Background: an optimization exercise with open tools, aiming at small area. Do not read the settings as production practice. Function was checked by simulation only, so behaviour that the tests miss may differ from the original. Power and IR drop assume default switching activity.

**run.sh**
```bash
#!/bin/bash
# synth_recipe.tcl (not shown) runs the flow's synth.tcl, then flattens the netlist and writes it again
# the make line also repeats each setting of config.mk as NAME=value (left out here)
make -C /OpenROAD-flow-scripts/flow DESIGN_CONFIG=/design/flow/config.mk WORK_HOME=/design/flow/orfs CLKGATE_MAP_FILE= SYNTH_SCRIPT=/design/flow/synth_recipe.tcl finish
```
**config.mk**
```make
export PLATFORM = sky130hd
export DESIGN_NAME = elevator_top
export DESIGN_NICKNAME = elevator_top
export VERILOG_FILES = /design/flow/design.v
export SDC_FILE = /design/flow/constraint.sdc
export NUM_CORES = 4
export LEC_CHECK = 0
export CAP_MARGIN = 20
export CORE_MARGIN = 2
export CORE_UTILIZATION = 40
export PLACE_DENSITY = 0.6
export SLEW_MARGIN = 20
```
**constraint.sdc**
```tcl
create_clock -name core_clock -period 8.0 [get_ports {clks}]
set_input_delay 1.6000 -clock core_clock [delete_from_list [all_inputs] [get_ports {clks}]]
set_output_delay 1.6000 -clock core_clock [all_outputs]
set_load 0.01 [all_outputs]
```
**design.v**
```verilog
module button_debouncer(clock, reset_n, key_in, enable_out);
    input                                           clock;
    input                                           reset_n;    
    input                                           key_in;
	output                                          enable_out;
	reg                     [1:0]                   key_current_state;
    reg                     [1:0]                   key_next_state;
	reg                                             enable_out;
	parameter UNPRESSED = 2'b00, 
              PRESSED = 2'b01, 
              RELEASED = 2'b10;
always@(posedge clock, negedge reset_n) begin
    if(reset_n == 1'b0)
        key_current_state <= UNPRESSED;
    else
        key_current_state <= key_next_state;
end 
always@(key_current_state, key_in) begin
    case(key_current_state)
        UNPRESSED: begin
            if(key_in == 1'b0)
                key_next_state = PRESSED;
            else
                key_next_state = UNPRESSED;
        end
        PRESSED: begin
            if(key_in == 1'b1)
                key_next_state = RELEASED;
            else
                key_next_state = PRESSED;
        end
        RELEASED: begin
            key_next_state = UNPRESSED;
        end
        default: key_next_state = 2'bxx;
    endcase
end 
always@(key_current_state) begin
    case(key_current_state)
        UNPRESSED: enable_out = 1'b0;
        PRESSED:   enable_out = 1'b0;
        RELEASED:  enable_out = 1'b1;
    default:       enable_out = 1'bx;
    endcase
end 
endmodule
module elevator_fsm(clock, reset_n, elevator_floor_selector, emergency_stop, activate_elevator, weight_sensor, power_switch, direction_selector, counter_state, control_output);
    input                                                     clock;     
	input                                                     reset_n; 
    input                       [3:0]                         elevator_floor_selector;  
    input                                                     emergency_stop;
    input                                                     activate_elevator;
    input                                                     weight_sensor;
    input                                                     power_switch;
    input                                                     direction_selector;  
	output                      [10:0]                        control_output;    
    output                      [4:0]                         counter_state;         
	reg                         [4:0]                         counter_state;
    reg                         [4:0]                         next_counter_state;
    reg                         [10:0]                        control_output;      
    parameter                   STOP_FL1                      = 5'h00,      
                                STOP_FL2                      = 5'h01,      
                                STOP_FL3                      = 5'h02,     
                                STOP_FL4                      = 5'h03,
                                STOP_FL5                      = 5'h04,
                                STOP_FL6                      = 5'h05,
                                STOP_FL7                      = 5'h06, 
                                STOP_FL8                      = 5'h07,
                                STOP_FL9                      = 5'h08,      
                                STOP_FL10                     = 5'h09,
                                STOP_FL11                     = 5'h0A, 
                                UP_F1_F2                      = 5'h0B,
                                UP_F2_F3                      = 5'h0C,
                                UP_F3_F4                      = 5'h0D,
                                UP_F4_F5                      = 5'h0E,
                                UP_F5_F6                      = 5'h0F,
                                UP_F6_F7                      = 5'h10,
                                UP_F7_F8                      = 5'h11,
                                UP_F8_F9                      = 5'h12,
                                UP_F9_F10                     = 5'h13,
                                UP_F10_F11                    = 5'h14,
                                DOWN_F11_F10                  = 5'h15,
                                DOWN_F10_F9                   = 5'h16,
                                DOWN_F9_F8                    = 5'h17,
                                DOWN_F8_F7                    = 5'h18,
                                DOWN_F7_F6                    = 5'h19,
                                DOWN_F6_F5                    = 5'h1A,
                                DOWN_F5_F4                    = 5'h1B,
                                DOWN_F4_F3                    = 5'h1C,
                                DOWN_F3_F2                    = 5'h1D,
                                DOWN_F2_F1                    = 5'h1E,
                                EMERGENCY                     = 5'h1F;
    parameter                   FLOOR_1                       = 4'h0,
                                FLOOR_2                       = 4'h1,
                                FLOOR_3                       = 4'h2,
                                FLOOR_4                       = 4'h3,
                                FLOOR_5                       = 4'h4,
                                FLOOR_6                       = 4'h5,
                                FLOOR_7                       = 4'h6,
                                FLOOR_8                       = 4'h7,
                                FLOOR_9                       = 4'h8,
                                FLOOR_10                      = 4'h9,
                                FLOOR_11                      = 4'hA;
    always @(posedge clock or negedge reset_n) begin
		if (!reset_n) begin
			counter_state <= STOP_FL1;  
        end
		else begin
            counter_state <= next_counter_state;  
        end
    end
    always @(*) begin
        case(counter_state)
            STOP_FL1:         next_counter_state = ((activate_elevator) & (power_switch) & (!emergency_stop) & (direction_selector) & (!weight_sensor) ) ? UP_F1_F2                                                                                                                           : (emergency_stop) ? EMERGENCY : STOP_FL1;
            UP_F1_F2:         next_counter_state = ((elevator_floor_selector == FLOOR_2) & (direction_selector)                                        ) ? STOP_FL2     : ((direction_selector)                                                                               ) ? UP_F2_F3    : (emergency_stop) ? EMERGENCY : UP_F1_F2;
            DOWN_F2_F1:       next_counter_state = ((elevator_floor_selector == FLOOR_1) & (!direction_selector)                                       ) ? STOP_FL1                                                                                                                           : (emergency_stop) ? EMERGENCY : DOWN_F2_F1;
            STOP_FL2:         next_counter_state = ((activate_elevator) & (power_switch) & (!emergency_stop) & (direction_selector) & (!weight_sensor) ) ? UP_F2_F3     : ((activate_elevator) & (power_switch) & (!emergency_stop) & (!direction_selector) & (!weight_sensor)) ? DOWN_F2_F1  : (emergency_stop) ? EMERGENCY : STOP_FL2;
            UP_F2_F3:         next_counter_state = ((elevator_floor_selector == FLOOR_3) & (direction_selector)                                        ) ? STOP_FL3     : ((direction_selector)                                                                               ) ? UP_F3_F4    : (emergency_stop) ? EMERGENCY : UP_F2_F3;
            DOWN_F3_F2:       next_counter_state = ((elevator_floor_selector == FLOOR_2) & (!direction_selector)                                       ) ? STOP_FL2     : ((!direction_selector)                                                                              ) ? DOWN_F2_F1  : (emergency_stop) ? EMERGENCY : DOWN_F3_F2;
            STOP_FL3:         next_counter_state = ((activate_elevator) & (power_switch) & (!emergency_stop) & (direction_selector) & (!weight_sensor) ) ? UP_F3_F4     : ((activate_elevator) & (power_switch) & (!emergency_stop) & (!direction_selector) & (!weight_sensor)) ? DOWN_F3_F2  : (emergency_stop) ? EMERGENCY : STOP_FL3;
            UP_F3_F4:         next_counter_state = ((elevator_floor_selector == FLOOR_4) & (direction_selector)                                        ) ? STOP_FL4     : ((direction_selector)                                                                               ) ? UP_F4_F5    : (emergency_stop) ? EMERGENCY : UP_F3_F4;
            DOWN_F4_F3:       next_counter_state = ((elevator_floor_selector == FLOOR_3) & (!direction_selector)                                       ) ? STOP_FL3     : ((!direction_selector)                                                                              ) ? DOWN_F3_F2  : (emergency_stop) ? EMERGENCY : DOWN_F4_F3;
            STOP_FL4:         next_counter_state = ((activate_elevator) & (power_switch) & (!emergency_stop) & (direction_selector) & (!weight_sensor) ) ? UP_F4_F5     : ((activate_elevator) & (power_switch) & (!emergency_stop) & (!direction_selector) & (!weight_sensor)) ? DOWN_F4_F3  : (emergency_stop) ? EMERGENCY : STOP_FL4;
            UP_F4_F5:         next_counter_state = ((elevator_floor_selector == FLOOR_5) & (direction_selector)                                        ) ? STOP_FL5     : ((direction_selector)                                                                               ) ? UP_F5_F6    : (emergency_stop) ? EMERGENCY : UP_F4_F5;
            DOWN_F5_F4:       next_counter_state = ((elevator_floor_selector == FLOOR_4) & (!direction_selector)                                       ) ? STOP_FL4     : ((!direction_selector)                                                                              ) ? DOWN_F4_F3  : (emergency_stop) ? EMERGENCY : DOWN_F5_F4;
            STOP_FL5:         next_counter_state = ((activate_elevator) & (power_switch) & (!emergency_stop) & (direction_selector) & (!weight_sensor) ) ? UP_F5_F6     : ((activate_elevator) & (power_switch) & (!emergency_stop) & (!direction_selector) & (!weight_sensor)) ? DOWN_F5_F4  : (emergency_stop) ? EMERGENCY : STOP_FL5;
            UP_F5_F6:         next_counter_state = ((elevator_floor_selector == FLOOR_6) & (direction_selector)                                        ) ? STOP_FL6     : ((direction_selector)                                                                               ) ? UP_F6_F7    : (emergency_stop) ? EMERGENCY : UP_F5_F6;
            DOWN_F6_F5:       next_counter_state = ((elevator_floor_selector == FLOOR_5) & (!direction_selector)                                       ) ? STOP_FL5     : ((!direction_selector)                                                                              ) ? DOWN_F5_F4  : (emergency_stop) ? EMERGENCY : DOWN_F6_F5;
            STOP_FL6:         next_counter_state = ((activate_elevator) & (power_switch) & (!emergency_stop) & (direction_selector) & (!weight_sensor) ) ? UP_F6_F7     : ((activate_elevator) & (power_switch) & (!emergency_stop) & (!direction_selector) & (!weight_sensor)) ? DOWN_F6_F5  : (emergency_stop) ? EMERGENCY : STOP_FL6;
            UP_F6_F7:         next_counter_state = ((elevator_floor_selector == FLOOR_7) & (direction_selector)                                        ) ? STOP_FL7     : ((direction_selector)                                                                               ) ? UP_F7_F8    : (emergency_stop) ? EMERGENCY : UP_F6_F7;
            DOWN_F7_F6:       next_counter_state = ((elevator_floor_selector == FLOOR_6) & (!direction_selector)                                       ) ? STOP_FL6     : ((!direction_selector)                                                                              ) ? DOWN_F6_F5  : (emergency_stop) ? EMERGENCY : DOWN_F7_F6;
            STOP_FL7:         next_counter_state = ((activate_elevator) & (power_switch) & (!emergency_stop) & (direction_selector) & (!weight_sensor) ) ? UP_F7_F8     : ((activate_elevator) & (power_switch) & (!emergency_stop) & (!direction_selector) & (!weight_sensor)) ? DOWN_F7_F6  : (emergency_stop) ? EMERGENCY : STOP_FL7;
            UP_F7_F8:         next_counter_state = ((elevator_floor_selector == FLOOR_8) & (direction_selector)                                        ) ? STOP_FL8     : ((direction_selector)                                                                               ) ? UP_F8_F9    : (emergency_stop) ? EMERGENCY : UP_F7_F8;
            DOWN_F8_F7:       next_counter_state = ((elevator_floor_selector == FLOOR_7) & (!direction_selector)                                       ) ? STOP_FL7     : ((!direction_selector)                                                                              ) ? DOWN_F7_F6  : (emergency_stop) ? EMERGENCY : DOWN_F8_F7;
            STOP_FL8:         next_counter_state = ((activate_elevator) & (power_switch) & (!emergency_stop) & (direction_selector) & (!weight_sensor) ) ? UP_F8_F9     : ((activate_elevator) & (power_switch) & (!emergency_stop) & (!direction_selector) & (!weight_sensor)) ? DOWN_F8_F7  : (emergency_stop) ? EMERGENCY : STOP_FL8;
            UP_F8_F9:         next_counter_state = ((elevator_floor_selector == FLOOR_9) & (direction_selector)                                        ) ? STOP_FL9     : ((direction_selector)                                                                               ) ? UP_F9_F10   : (emergency_stop) ? EMERGENCY : UP_F8_F9;
            DOWN_F9_F8:       next_counter_state = ((elevator_floor_selector == FLOOR_8) & (!direction_selector)                                       ) ? STOP_FL8     : ((!direction_selector)                                                                              ) ? DOWN_F8_F7  : (emergency_stop) ? EMERGENCY : DOWN_F9_F8;
            STOP_FL9:         next_counter_state = ((activate_elevator) & (power_switch) & (!emergency_stop) & (direction_selector) & (!weight_sensor) ) ? UP_F9_F10    : ((activate_elevator) & (power_switch) & (!emergency_stop) & (!direction_selector) & (!weight_sensor)) ? DOWN_F9_F8  : (emergency_stop) ? EMERGENCY : STOP_FL9;
            UP_F9_F10:        next_counter_state = ((elevator_floor_selector == FLOOR_10) & (direction_selector)                                       ) ? STOP_FL10    : ((direction_selector)                                                                               ) ? UP_F10_F11  : (emergency_stop) ? EMERGENCY : UP_F9_F10;
            DOWN_F10_F9:      next_counter_state = ((elevator_floor_selector == FLOOR_9) & (!direction_selector)                                       ) ? STOP_FL9     : ((!direction_selector)                                                                              ) ? DOWN_F9_F8  : (emergency_stop) ? EMERGENCY : DOWN_F10_F9;
            STOP_FL10:        next_counter_state = ((activate_elevator) & (power_switch) & (!emergency_stop) & (direction_selector) & (!weight_sensor) ) ? UP_F10_F11   : ((activate_elevator) & (power_switch) & (!emergency_stop) & (!direction_selector) & (!weight_sensor)) ? DOWN_F10_F9 : (emergency_stop) ? EMERGENCY : STOP_FL10;
            UP_F10_F11:       next_counter_state = ((elevator_floor_selector == FLOOR_11) & (direction_selector)                                       ) ? STOP_FL11    : ((direction_selector)                                                                               ) ? UP_F10_F11  : (emergency_stop) ? EMERGENCY : UP_F10_F11;
            DOWN_F11_F10:     next_counter_state = ((elevator_floor_selector == FLOOR_10) & (!direction_selector)                                      ) ? STOP_FL10    : ((!direction_selector)                                                                              ) ? DOWN_F10_F9 : (emergency_stop) ? EMERGENCY : DOWN_F11_F10;
            STOP_FL11:        next_counter_state = ((activate_elevator) & (power_switch) & (!emergency_stop) & (!direction_selector) & (!weight_sensor)) ? DOWN_F11_F10                                                                                                                       : (emergency_stop) ? EMERGENCY : STOP_FL11;
            EMERGENCY:        next_counter_state = ((!power_switch) & (!emergency_stop)                                                                ) ? STOP_FL1                                                                                                                           : (emergency_stop) ? EMERGENCY : EMERGENCY;  
            default:          next_counter_state = 5'hxx;  
        endcase     
    end
	always @(counter_state) begin
        case(counter_state)
            STOP_FL1:           control_output = 11'b00000010001;
            UP_F1_F2:           control_output = 11'b00010100110;
            DOWN_F2_F1:         control_output = 11'b00000101010;
            STOP_FL2:           control_output = 11'b00010010001;
            UP_F2_F3:           control_output = 11'b00100100110;
            DOWN_F3_F2:         control_output = 11'b00010101010;
            STOP_FL3:           control_output = 11'b00100010001;
            UP_F3_F4:           control_output = 11'b00110100110;
            DOWN_F4_F3:         control_output = 11'b00100101010;
            STOP_FL4:           control_output = 11'b00110010001;
            UP_F4_F5:           control_output = 11'b01000100110;
            DOWN_F5_F4:         control_output = 11'b00110101010;
            STOP_FL5:           control_output = 11'b01000010001;
            UP_F5_F6:           control_output = 11'b01010100110;
            DOWN_F6_F5:         control_output = 11'b01000101010;
            STOP_FL6:           control_output = 11'b01010010001;
            UP_F6_F7:           control_output = 11'b01100100110;
            DOWN_F7_F6:         control_output = 11'b01010101010;
            STOP_FL7:           control_output = 11'b01100010001;
            UP_F7_F8:           control_output = 11'b01110100110;
            DOWN_F8_F7:         control_output = 11'b01100101010;
            STOP_FL8:           control_output = 11'b01110010001;
            UP_F8_F9:           control_output = 11'b10000100110;
            DOWN_F9_F8:         control_output = 11'b01110101010;
            STOP_FL9:           control_output = 11'b10000010001;
            UP_F9_F10:          control_output = 11'b10010100110;
            DOWN_F10_F9:        control_output = 11'b10000101010;
            STOP_FL10:          control_output = 11'b10010010001;
            UP_F10_F11:         control_output = 11'b10100100110;
            DOWN_F11_F10:       control_output = 11'b10010101010;
            STOP_FL11:          control_output = 11'b10100010001;
            EMERGENCY:          control_output = 11'b11111010001;  
            default:            control_output = 11'bxxxxxxxxxxx;
        endcase
    end
endmodule
module floor_logic_control_unit(clock, reset_n, floor_call_buttons, panel_buttons, door_open_btn, door_close_btn, emergency_btn, power_switch, current_floor_state, elevator_state, elevator_moving, elevator_direction, elevator_floor_selector, direction_selector, activate_elevator, call_button_lights, panel_button_lights, door_open_allowed, door_close_allowed);
    input                                                       clock;
    input                                                       reset_n;
    input                       [10:0]                          floor_call_buttons;       
    input                       [10:0]                          panel_buttons;            
    input                                                       door_open_btn;
    input                                                       door_close_btn;
    input                                                       emergency_btn;
    input                                                       power_switch;                    
    input                       [3:0]                           current_floor_state;       
    input                       [4:0]                           elevator_state;            
    input                                                       elevator_moving;                 
    input                                                       elevator_direction;              
    output                      [3:0]                           elevator_floor_selector;
    output                                                      direction_selector;
    output                                                      activate_elevator;
    output                                                      door_open_allowed;
    output                                                      door_close_allowed;
    output                      [10:0]                          call_button_lights;
    output                      [10:0]                          panel_button_lights;
    reg                         [3:0]                           elevator_floor_selector;
    reg                                                         door_open_allowed;
    reg                                                         door_close_allowed;
    reg                                                         direction_selector;
    reg                                                         activate_elevator;
    reg                         [10:0]                          call_button_lights;
    reg                         [10:0]                          panel_button_lights;
    reg                         [3:0]                           next_floor;
    reg                         [3:0]                           floor_selector_held;
    reg                                                         direction_held;
    reg                                                         door_open_held;
    reg                                                         door_close_held;
    parameter                   FLOOR_1                       = 4'h0,
                                FLOOR_2                       = 4'h1,
                                FLOOR_3                       = 4'h2,
                                FLOOR_4                       = 4'h3,
                                FLOOR_5                       = 4'h4,
                                FLOOR_6                       = 4'h5,
                                FLOOR_7                       = 4'h6,
                                FLOOR_8                       = 4'h7,
                                FLOOR_9                       = 4'h8,
                                FLOOR_10                      = 4'h9,
                                FLOOR_11                      = 4'hA,
                                EMERGENCY_STATE               = 4'hF;                               
always @(posedge clock or negedge reset_n) begin
    if (!reset_n) begin
        call_button_lights = 11'b0;
        panel_button_lights = 11'b0;
    end
    else if (power_switch && !emergency_btn) begin   
        case (1'b1)
            panel_buttons[0] && current_floor_state != FLOOR_1 && !panel_button_lights[0]: panel_button_lights[0] = 1'b1;
            panel_buttons[1] && current_floor_state != FLOOR_2 && !panel_button_lights[1]: panel_button_lights[1] = 1'b1;
            panel_buttons[2] && current_floor_state != FLOOR_3 && !panel_button_lights[2]: panel_button_lights[2] = 1'b1;
            panel_buttons[3] && current_floor_state != FLOOR_4 && !panel_button_lights[3]: panel_button_lights[3] = 1'b1;
            panel_buttons[4] && current_floor_state != FLOOR_5 && !panel_button_lights[4]: panel_button_lights[4] = 1'b1;
            panel_buttons[5] && current_floor_state != FLOOR_6 && !panel_button_lights[5]: panel_button_lights[5] = 1'b1;
            panel_buttons[6] && current_floor_state != FLOOR_7 && !panel_button_lights[6]: panel_button_lights[6] = 1'b1;
            panel_buttons[7] && current_floor_state != FLOOR_8 && !panel_button_lights[7]: panel_button_lights[7] = 1'b1;
            panel_buttons[8] && current_floor_state != FLOOR_9 && !panel_button_lights[8]: panel_button_lights[8] = 1'b1;
            panel_buttons[9] && current_floor_state != FLOOR_10 && !panel_button_lights[9]: panel_button_lights[9] = 1'b1;
            panel_buttons[10] && current_floor_state != FLOOR_11 && !panel_button_lights[10]: panel_button_lights[10] = 1'b1;
        endcase
        case (1'b1)
            floor_call_buttons[0] && current_floor_state != FLOOR_1 && !call_button_lights[0]: call_button_lights[0] = 1'b1;
            floor_call_buttons[1] && current_floor_state != FLOOR_2 && !call_button_lights[1]: call_button_lights[1] = 1'b1;
            floor_call_buttons[2] && current_floor_state != FLOOR_3 && !call_button_lights[2]: call_button_lights[2] = 1'b1;
            floor_call_buttons[3] && current_floor_state != FLOOR_4 && !call_button_lights[3]: call_button_lights[3] = 1'b1;
            floor_call_buttons[4] && current_floor_state != FLOOR_5 && !call_button_lights[4]: call_button_lights[4] = 1'b1;
            floor_call_buttons[5] && current_floor_state != FLOOR_6 && !call_button_lights[5]: call_button_lights[5] = 1'b1;
            floor_call_buttons[6] && current_floor_state != FLOOR_7 && !call_button_lights[6]: call_button_lights[6] = 1'b1;
            floor_call_buttons[7] && current_floor_state != FLOOR_8 && !call_button_lights[7]: call_button_lights[7] = 1'b1;
            floor_call_buttons[8] && current_floor_state != FLOOR_9 && !call_button_lights[8]: call_button_lights[8] = 1'b1;
            floor_call_buttons[9] && current_floor_state != FLOOR_10 && !call_button_lights[9]: call_button_lights[9] = 1'b1;
            floor_call_buttons[10] && current_floor_state != FLOOR_11 && !call_button_lights[10]: call_button_lights[10] = 1'b1;
        endcase
        if (power_switch && !elevator_moving) begin
            case (1'b1)
                (activate_elevator) && current_floor_state == FLOOR_1: begin
                    panel_button_lights[0] = 1'b0;
                    call_button_lights[0] = 1'b0;
                end
                (activate_elevator) && current_floor_state == FLOOR_2: begin
                    panel_button_lights[1] = 1'b0;
                    call_button_lights[1] = 1'b0;
                end
                (activate_elevator) && current_floor_state == FLOOR_3: begin
                    panel_button_lights[2] = 1'b0;
                    call_button_lights[2] = 1'b0;
                end
                (activate_elevator) && current_floor_state == FLOOR_4: begin
                    panel_button_lights[3] = 1'b0;
                    call_button_lights[3] = 1'b0;
                end
                (activate_elevator) && current_floor_state == FLOOR_5: begin
                    panel_button_lights[4] = 1'b0;
                    call_button_lights[4] = 1'b0;
                end
                (activate_elevator) && current_floor_state == FLOOR_6: begin
                    panel_button_lights[5] = 1'b0;
                    call_button_lights[5] = 1'b0;
                end
                (activate_elevator) && current_floor_state == FLOOR_7: begin
                    panel_button_lights[6] = 1'b0;
                    call_button_lights[6] = 1'b0;
                end
                (activate_elevator) && current_floor_state == FLOOR_8: begin
                    panel_button_lights[7] = 1'b0;
                    call_button_lights[7] = 1'b0;
                end
                (activate_elevator) && current_floor_state == FLOOR_9: begin
                    panel_button_lights[8] = 1'b0;
                    call_button_lights[8] = 1'b0;
                end
                (activate_elevator) && current_floor_state == FLOOR_10: begin
                    panel_button_lights[9] = 1'b0;
                    call_button_lights[9] = 1'b0;
                end
                (activate_elevator) && current_floor_state == FLOOR_11: begin
                    panel_button_lights[10] = 1'b0;
                    call_button_lights[10] = 1'b0;
                end
            endcase
        end
    end
end
always @(posedge clock or negedge reset_n) begin
    if (!reset_n) begin
        floor_selector_held <= 4'b0;
        direction_held <= 1'b1;
        door_open_held <= 1'b0;
        door_close_held <= 1'b0;
    end
    else begin
        floor_selector_held <= elevator_floor_selector;
        direction_held <= direction_selector;
        door_open_held <= door_open_allowed;
        door_close_held <= door_close_allowed;
    end
end
always @(*) begin
    elevator_floor_selector = floor_selector_held;
    if (!reset_n) begin
        elevator_floor_selector = 4'b0;
    end
    else begin
        if (!elevator_moving && (floor_selector_held == current_floor_state)) begin
            if (elevator_direction) begin  
                case (1'b1)
                    (current_floor_state > FLOOR_1) && (call_button_lights[0] || panel_button_lights[0]): elevator_floor_selector = FLOOR_1;
                    (current_floor_state > FLOOR_2) && (call_button_lights[1] || panel_button_lights[1]): elevator_floor_selector = FLOOR_2;
                    (current_floor_state > FLOOR_3) && (call_button_lights[2] || panel_button_lights[2]): elevator_floor_selector = FLOOR_3;
                    (current_floor_state > FLOOR_4) && (call_button_lights[3] || panel_button_lights[3]): elevator_floor_selector = FLOOR_4;
                    (current_floor_state > FLOOR_5) && (call_button_lights[4] || panel_button_lights[4]): elevator_floor_selector = FLOOR_5;
                    (current_floor_state > FLOOR_6) && (call_button_lights[5] || panel_button_lights[5]): elevator_floor_selector = FLOOR_6;
                    (current_floor_state > FLOOR_7) && (call_button_lights[6] || panel_button_lights[6]): elevator_floor_selector = FLOOR_7;
                    (current_floor_state > FLOOR_8) && (call_button_lights[7] || panel_button_lights[7]): elevator_floor_selector = FLOOR_8;
                    (current_floor_state > FLOOR_9) && (call_button_lights[8] || panel_button_lights[8]): elevator_floor_selector = FLOOR_9;
                    (current_floor_state > FLOOR_10) && (call_button_lights[9] || panel_button_lights[9]): elevator_floor_selector = FLOOR_10;
                    (current_floor_state > FLOOR_11) && (call_button_lights[10] || panel_button_lights[10]): elevator_floor_selector = FLOOR_11;
                    default: begin
                        case (1'b1)
                            (call_button_lights[0] || panel_button_lights[0]): elevator_floor_selector = FLOOR_1;
                            (call_button_lights[1] || panel_button_lights[1]): elevator_floor_selector = FLOOR_2;
                            (call_button_lights[2] || panel_button_lights[2]): elevator_floor_selector = FLOOR_3;
                            (call_button_lights[3] || panel_button_lights[3]): elevator_floor_selector = FLOOR_4;
                            (call_button_lights[4] || panel_button_lights[4]): elevator_floor_selector = FLOOR_5;
                            (call_button_lights[5] || panel_button_lights[5]): elevator_floor_selector = FLOOR_6;
                            (call_button_lights[6] || panel_button_lights[6]): elevator_floor_selector = FLOOR_7;
                            (call_button_lights[7] || panel_button_lights[7]): elevator_floor_selector = FLOOR_8;
                            (call_button_lights[8] || panel_button_lights[8]): elevator_floor_selector = FLOOR_9;
                            (call_button_lights[9] || panel_button_lights[9]): elevator_floor_selector = FLOOR_10;
                            (call_button_lights[10] || panel_button_lights[10]): elevator_floor_selector = FLOOR_11;
                            default: elevator_floor_selector = current_floor_state;  
                        endcase
                    end
                endcase
            end
            else begin  
                case (1'b1)
                    (current_floor_state < FLOOR_1) && (call_button_lights[0] || panel_button_lights[0]): elevator_floor_selector = FLOOR_1;
                    (current_floor_state < FLOOR_2) && (call_button_lights[1] || panel_button_lights[1]): elevator_floor_selector = FLOOR_2;
                    (current_floor_state < FLOOR_3) && (call_button_lights[2] || panel_button_lights[2]): elevator_floor_selector = FLOOR_3;
                    (current_floor_state < FLOOR_4) && (call_button_lights[3] || panel_button_lights[3]): elevator_floor_selector = FLOOR_4;
                    (current_floor_state < FLOOR_5) && (call_button_lights[4] || panel_button_lights[4]): elevator_floor_selector = FLOOR_5;
                    (current_floor_state < FLOOR_6) && (call_button_lights[5] || panel_button_lights[5]): elevator_floor_selector = FLOOR_6;
                    (current_floor_state < FLOOR_7) && (call_button_lights[6] || panel_button_lights[6]): elevator_floor_selector = FLOOR_7;
                    (current_floor_state < FLOOR_8) && (call_button_lights[7] || panel_button_lights[7]): elevator_floor_selector = FLOOR_8;
                    (current_floor_state < FLOOR_9) && (call_button_lights[8] || panel_button_lights[8]): elevator_floor_selector = FLOOR_9;
                    (current_floor_state < FLOOR_10) && (call_button_lights[9] || panel_button_lights[9]): elevator_floor_selector = FLOOR_10;
                    (current_floor_state < FLOOR_11) && (call_button_lights[10] || panel_button_lights[10]): elevator_floor_selector = FLOOR_11;
                    default: begin
                        case (1'b1)
                            (call_button_lights[0] || panel_button_lights[0]): elevator_floor_selector = FLOOR_1;
                            (call_button_lights[1] || panel_button_lights[1]): elevator_floor_selector = FLOOR_2;
                            (call_button_lights[2] || panel_button_lights[2]): elevator_floor_selector = FLOOR_3;
                            (call_button_lights[3] || panel_button_lights[3]): elevator_floor_selector = FLOOR_4;
                            (call_button_lights[4] || panel_button_lights[4]): elevator_floor_selector = FLOOR_5;
                            (call_button_lights[5] || panel_button_lights[5]): elevator_floor_selector = FLOOR_6;
                            (call_button_lights[6] || panel_button_lights[6]): elevator_floor_selector = FLOOR_7;
                            (call_button_lights[7] || panel_button_lights[7]): elevator_floor_selector = FLOOR_8;
                            (call_button_lights[8] || panel_button_lights[8]): elevator_floor_selector = FLOOR_9;
                            (call_button_lights[9] || panel_button_lights[9]): elevator_floor_selector = FLOOR_10;
                            (call_button_lights[10] || panel_button_lights[10]): elevator_floor_selector = FLOOR_11;
                            default: elevator_floor_selector = current_floor_state;  
                        endcase
                    end
                endcase
            end
        end
    end
end
always @(*) begin
    direction_selector = direction_held;
    if (!reset_n) begin
        direction_selector = 1'b1;  
        activate_elevator = 1'b0;
    end
    else if (power_switch && !emergency_btn && !elevator_moving) begin
        if (elevator_floor_selector > current_floor_state) begin
            direction_selector = 1'b1;  
            if (elevator_floor_selector != current_floor_state)
                activate_elevator = 1'b1;
            else
                activate_elevator = 1'b0;
        end
        else if (elevator_floor_selector < current_floor_state) begin
            direction_selector = 1'b0;  
            if (elevator_floor_selector != current_floor_state)
                activate_elevator = 1'b1;
            else
                activate_elevator = 1'b0;
        end
        else begin
            activate_elevator = 1'b0;  
        end
    end
    else begin
        activate_elevator = 1'b0;  
    end
end
always @(*) begin
    door_open_allowed = door_open_held;
    door_close_allowed = door_close_held;
    if (!reset_n) begin
        door_open_allowed = 1'b0;
        door_close_allowed = 1'b0;
    end
    if ((!elevator_moving) && power_switch) begin
        door_open_allowed = door_open_btn;
        door_close_allowed = door_close_btn;
    end
end
endmodule
module elevator_top(clks, reset_n, raw_floor_call_buttons, raw_panel_buttons, raw_door_open_btn, raw_door_close_btn, raw_emergency_btn, raw_power_switch, weight_sensor, call_button_lights, panel_button_lights, door_open, elevator_control_output, safety_interlock, floor_indicator_lamps, elevator_upward_indicator_lamp, elevator_downward_indicator_lamp, alarm, weight_overload_lamp);
    input                                           reset_n;                     
    input                                           clks;
    input                   [10:0]                  raw_floor_call_buttons;   
    input                   [10:0]                  raw_panel_buttons;        
    input                                           raw_door_open_btn;
    input                                           raw_door_close_btn;
    input                                           raw_emergency_btn;
    input                                           raw_power_switch;
    input                                           weight_sensor;
    output                  [10:0]                  call_button_lights;       
    output                  [10:0]                  panel_button_lights;      
    output                                          door_open;
    output                  [10:0]                  elevator_control_output;  
    output                  [3:0]                   floor_indicator_lamps;       
    output                                          safety_interlock;
    output                                          elevator_upward_indicator_lamp;
    output                                          elevator_downward_indicator_lamp;
    output                                          weight_overload_lamp;
    output                                          alarm;
    wire                    [10:0]                  floor_call_buttons;
    wire                    [10:0]                  panel_buttons;
    wire                                            door_open_btn;
    wire                                            door_close_btn;
    wire                                            emergency_btn;
    wire                                            power_switch;
    wire                                            door_open_logic_check;
    wire                                            door_close_logic_check;
    wire                                            reset_n;
    wire                                            clks;
    wire                    [3:0]                   elevator_floor_selector;
    wire                                            direction_selector;
    wire                                            activate_elevator;
    wire                    [4:0]                   elevator_state;
    wire                                            elevator_moving;
    wire                                            elevator_direction;
    wire                    [3:0]                   current_floor_state;
    wire                                            elevator_movement;
    button_debouncer floor_call_debouncer0 (clks, reset_n, ~raw_floor_call_buttons[0], floor_call_buttons[0]);
    button_debouncer floor_call_debouncer1 (clks, reset_n, ~raw_floor_call_buttons[1], floor_call_buttons[1]);
    button_debouncer floor_call_debouncer2 (clks, reset_n, ~raw_floor_call_buttons[2], floor_call_buttons[2]);
    button_debouncer floor_call_debouncer3 (clks, reset_n, ~raw_floor_call_buttons[3], floor_call_buttons[3]);
    button_debouncer floor_call_debouncer4 (clks, reset_n, ~raw_floor_call_buttons[4], floor_call_buttons[4]);
    button_debouncer floor_call_debouncer5 (clks, reset_n, ~raw_floor_call_buttons[5], floor_call_buttons[5]);
    button_debouncer floor_call_debouncer6 (clks, reset_n, ~raw_floor_call_buttons[6], floor_call_buttons[6]);
    button_debouncer floor_call_debouncer7 (clks, reset_n, ~raw_floor_call_buttons[7], floor_call_buttons[7]);
    button_debouncer floor_call_debouncer8 (clks, reset_n, ~raw_floor_call_buttons[8], floor_call_buttons[8]);
    button_debouncer floor_call_debouncer9 (clks, reset_n, ~raw_floor_call_buttons[9], floor_call_buttons[9]);
    button_debouncer floor_call_debouncer10 (clks, reset_n, ~raw_floor_call_buttons[10], floor_call_buttons[10]);
    button_debouncer panel_debouncer0 (clks, reset_n, ~raw_panel_buttons[0], panel_buttons[0]);
    button_debouncer panel_debouncer1 (clks, reset_n, ~raw_panel_buttons[1], panel_buttons[1]);
    button_debouncer panel_debouncer2 (clks, reset_n, ~raw_panel_buttons[2], panel_buttons[2]);
    button_debouncer panel_debouncer3 (clks, reset_n, ~raw_panel_buttons[3], panel_buttons[3]);
    button_debouncer panel_debouncer4 (clks, reset_n, ~raw_panel_buttons[4], panel_buttons[4]);
    button_debouncer panel_debouncer5 (clks, reset_n, ~raw_panel_buttons[5], panel_buttons[5]);
    button_debouncer panel_debouncer6 (clks, reset_n, ~raw_panel_buttons[6], panel_buttons[6]);
    button_debouncer panel_debouncer7 (clks, reset_n, ~raw_panel_buttons[7], panel_buttons[7]);
    button_debouncer panel_debouncer8 (clks, reset_n, ~raw_panel_buttons[8], panel_buttons[8]);
    button_debouncer panel_debouncer9 (clks, reset_n, ~raw_panel_buttons[9], panel_buttons[9]);
    button_debouncer panel_debouncer10 (clks, reset_n, ~raw_panel_buttons[10], panel_buttons[10]);
    button_debouncer door_open_debouncer (clks, reset_n, ~raw_door_open_btn, door_open_btn);
    button_debouncer door_close_debouncer (clks, reset_n, ~raw_door_close_btn, door_close_btn);
    button_debouncer emergency_debouncer (clks, reset_n, ~raw_emergency_btn, emergency_btn);
    assign power_switch = raw_power_switch;  
    floor_logic_control_unit floor_logic_inst (clks, reset_n, floor_call_buttons, panel_buttons, door_open_btn, door_close_btn, emergency_btn, power_switch, floor_indicator_lamps, elevator_state, elevator_movement, elevator_direction, elevator_floor_selector, direction_selector, activate_elevator, call_button_lights, panel_button_lights, door_open_logic_check, door_close_logic_check);
    elevator_fsm elevator_fsm_inst (clks, reset_n, elevator_floor_selector, emergency_btn, activate_elevator, weight_sensor, power_switch, direction_selector, elevator_state, elevator_control_output);
    assign safety_interlock = elevator_control_output[0];
    assign elevator_movement = elevator_control_output[1];
    assign elevator_direction = elevator_control_output[2];
    assign elevator_upward_indicator_lamp = elevator_control_output[2];
    assign elevator_downward_indicator_lamp = elevator_control_output[3];
    assign door_open = door_open_logic_check ? 1'b1 : door_close_logic_check ? 1'b0 : elevator_control_output[4];
    assign alarm = elevator_control_output[6];
    assign weight_overload_lamp = weight_sensor;
    assign floor_indicator_lamps = elevator_control_output[10:7];
endmodule
```
==> run notes <==
commonest non-fill, non-tap cells in the layout dfrtp_1 (83), nor2_1 (75), clkdlybuf4s50_1 (70), nand2_1 (63), inv_1 (61); CTS clock-pin slew for the worst setup and hold paths 0.07 ns; DRT Pass-1 Iters 6; Yosys reg bits 84; Synth Area per Inst around 8.4 um^2; leak pwr 3.27 nW; buffers and inverters on the worst path 3; clk root buf clkbuf_16; Routed Antenna Nets 0; Net Sw Power 1.63 mW; largest net degree at the start of global routing 52; max cap viols 0; Final GP Congestion around 0.99; Final Non-Filler Cells ~1100; antenna cells 0; Initial Util 0.408; crit path kind flip-flop to flip-flop; # IOs 72; Clock power frac 0.135; Hold WS slightly above 0.5 ns; Pins Over Slew Limit 0; Hold Path Class flip-flop to flip-flop; sequence of cells on the critical path buf_4 > ha_1 > nor2b_1 > o22a_1 > nor2_8 > inv_2 > o311a_1 > nor3_1 > a211oi_1 > o21ai_1 > clkinv_1 > ha_1 > a41oi_1 > and4_1 > nor2b_1 > o22ai_1 > nor4_1 > o311ai_0 > nand4b_1 > nor4_1 > o2111ai_1; Fmax about 140 MHz; cell area after synthesis 7050 um^2; syn nets ~930; worst reg2reg startpoint elevator_fsm_inst.counter_state[0]$_DFF_PN0_; P&R area growth vs syn 15.1%; PortBufs between 70 and 80; Period Utilization, post-route 0.900; Largest stage delay, worst path around 0.87 ns; combinational share of power 0.651; Final Critical Period between 7 and 8 ns; Hold Path Depth 2; Worst Path Required about 8 ns; Int Power roughly 1.6 mW; Die Y approximately 140 um; dpl ws 1.02 ns; R2R cell count 21; Total Power ~3.2 mW; hold worst-path end floor_logic_inst.door_open_held$_DFF_PN0_; commonest non-fill, non-tap cell in the layout dfrtp_1; sequential fraction of the synthesis area 0.298; final setup violation count 0; Mapped Cells roughly 840; initial antenna violation count 0; final clock skew 0.00569 ns; Sw Share 0.511; Core Area roughly 17000 um^2; vias between 6000 and 7000; layout cell share with drive strength beyond 1 0.0589; Final Net Count 966; sequential share of power 0.214; PwrDens about 390 nW/um^2; Remaining DRCs 0; CTS tree built; critical hold path startpoint floor_logic_inst.door_open_held$_DFF_PN0_; vias per inst about 6.3; critical path's slowest cell o21ai_1; async set-reset flop share out of synthesis 1.00; CTS sink cnt 84; vias in the first global route 6393; initial drt markers approximately 880; RSZ-0062 raised after global routing false; post-DP HPWL approximately 16 mm; Placed Cells 1092; Synth Flop Type dfrtp_1; family with the most delay on the worst path compound AO/OA/AOI/OAI gates; final hold vios 0; Post-synth EDFFs 0; clk buf depth 2; worst-margin pin slew around 1.1 ns; WL final 21.6 mm; GRT Util Overall 0.238; CTS resizes 0; fin area between 8000 and 9000 um^2; crit path DAT ~7.4 ns; Area after DPL 7820 um^2; Max-slew headroom 0.271; Critical R2R Capture elevator_fsm_inst.counter_state[0]$_DFF_PN0_; reg2reg setup slack 0.80 ns; CP startpoint kind flip-flop; Layout Utilization 0.470; Routed WL per cell between 15 and 20 um; Die X 137 um; Hold Buf Count CTS 0; TNS Setup 0 ns; H-tree levels 3; clock latency on the worst-skew pair around 0.35 ns; GRT overflow 0; CP max FO 29; status complete, no violations; CP endpoint kind flip-flop; first-pass GRT wire length around 35 mm; post-CTS setup buffer count 0; Cell Rows 48; CTS buffer count 9; die area around 19000 um^2; Unique masters post-synth just over 80; Ys Warns 3; final setup margin between 0.8 and 0.9 ns; peak supply drop 0.184 mV
[how the worst max path moves through the flow]
stage | start | slack (ns) | end | depth (start not counted)
5_1_grt | elevator_fsm_inst.counter_state[0]$_DFF_PN0_ | 0.43 | elevator_fsm_inst.counter_state[3]$_DFF_PN0_ | 25
3_5_place_dp | elevator_fsm_inst.counter_state[0]$_DFF_PN0_ | 1.02 | elevator_fsm_inst.counter_state[3]$_DFF_PN0_ | 24
2_1_floorplan | elevator_fsm_inst.counter_state[0]$_DFF_PN0_ | 2.37 | elevator_fsm_inst.counter_state[0]$_DFF_PN0_ | 25
3_3_place_gp | elevator_fsm_inst.counter_state[0]$_DFF_PN0_ | 1.17 | elevator_fsm_inst.counter_state[3]$_DFF_PN0_ | 24
6_report | elevator_fsm_inst.counter_state[0]$_DFF_PN0_ | 0.80 | elevator_fsm_inst.counter_state[0]$_DFF_PN0_ | 21
4_1_cts | elevator_fsm_inst.counter_state[0]$_DFF_PN0_ | 1.01 | elevator_fsm_inst.counter_state[3]$_DFF_PN0_ | 24
[power by group through the flow]
stage	Combinational (mW)	Sequential, mW	Clock, mW
after floorplan	1.43	0.654	0
after global placement	2.03	0.686	0
after detailed placement	2.02	0.686	0
after CTS	2.03	0.680	0.440
after global routing	2.24	0.699	0.458
final	2.08	0.683	0.429
[registers in the layout (all words and copies together), names as in the netlist, 4 cells and up]
register                              cells
floor_logic_inst.panel_button_lights     11
floor_logic_inst.call_button_lights      11
elevator_fsm_inst.counter_state           5
floor_logic_inst.floor_selector_held      4
[cell families (layout without fill, tap and decap cells)]
group / after synthesis / after routing / share of synthesized area
AOI/OAI and AO/OA: 240 / 240 / 0.257
muxes: 4 / 4 / 0.00585
and+or+nand+nor: 324 / 324 / 0.248
buffers and inverters: 127 / 169 / 0.0827
adders and majority gates: 59 / 59 / 0.105
DFF: 84 / 84 / 0.298
xor gates and xnor gates: 3 / 3 / 0.00373
[tightest hold or removal path, stage by stage, from the launching register on]
cell and delay [ns]:
dfrtp_1 0.32, nand3_1 0.06, nand2_1 0.08
[area by class of cell]
class	instances	area (um^2)
timing repair buffer	85	813
inverter	68	258
tap	225	282
sequential	84	2100
clock buffer	10	229
clock inverter	6	68.8
multi-input combinational	630	4370
fill	1695	9180
[metal layers]
| layer | track usage | wire [um] | share of wire |
|---|---|---|---|
| met1 | 0.339 | 9610 | 0.45 |
| met5 | 0 | 0 | 0 |
| met4 | 0.0842 | 674 | 0.031 |
| met2 | 0.347 | 9090 | 0.42 |
| met3 | 0.0633 | 2210 | 0.10 |
[cell usage after synthesis (8+ instances only)]
cell      number  area share
ha_1          59        0.10
buf_4         15       0.016
nand3b_1       8      0.0085
buf_2          8      0.0057
nor4_1        16       0.014
a211oi_1      12       0.013
nor3_1        15       0.011
o41ai_1       11       0.014
nor2b_1       15       0.013
nand2b_1      11      0.0098
a21oi_1       28       0.020
o311ai_0       9       0.011
nor2_1        75       0.040
nor3b_1       26       0.028
dfrtp_1       83        0.29
clkbuf_1      29       0.015
nand4_1       20       0.018
o31ai_1       12       0.013
a31oi_1        8      0.0071
inv_1         61       0.032
a32o_1         9       0.013
nand3_1       27       0.019
nand2_1       63       0.034
o21a_1        30       0.032
and2_1         8      0.0071
o21ai_0       36       0.026

## static timing again, ports no longer ideal
The flow's constraints put no driver on any port. The routed layout listed below was extracted and timed again, unchanged, in two steps. Step 1 sets driving cells, clkbuf_16 on the clock port and buf_2 on the other inputs (assumed; they add their load-dependent delay and slew). Step 2 times the ports against the registers' clock, not the clock port: input delays grow and output delays shrink by t, the midpoint of the rising clock arrivals with the driver on. a / b / c = ideal ports / drivers / drivers and shift; a / b = the first two.
t, ns: 0.387
slack for setup (ns): 0.801 / 0.801 / 0.801
hold WS [ns]: 0.506 / 0.506 / 0.506
worst data-port slew with drivers (ns): 0.03
After both steps setup and hold are still met in this run. For this run, drivers alone change the setup slack by 0.000 ns; drivers and shift together by 0.000 ns.
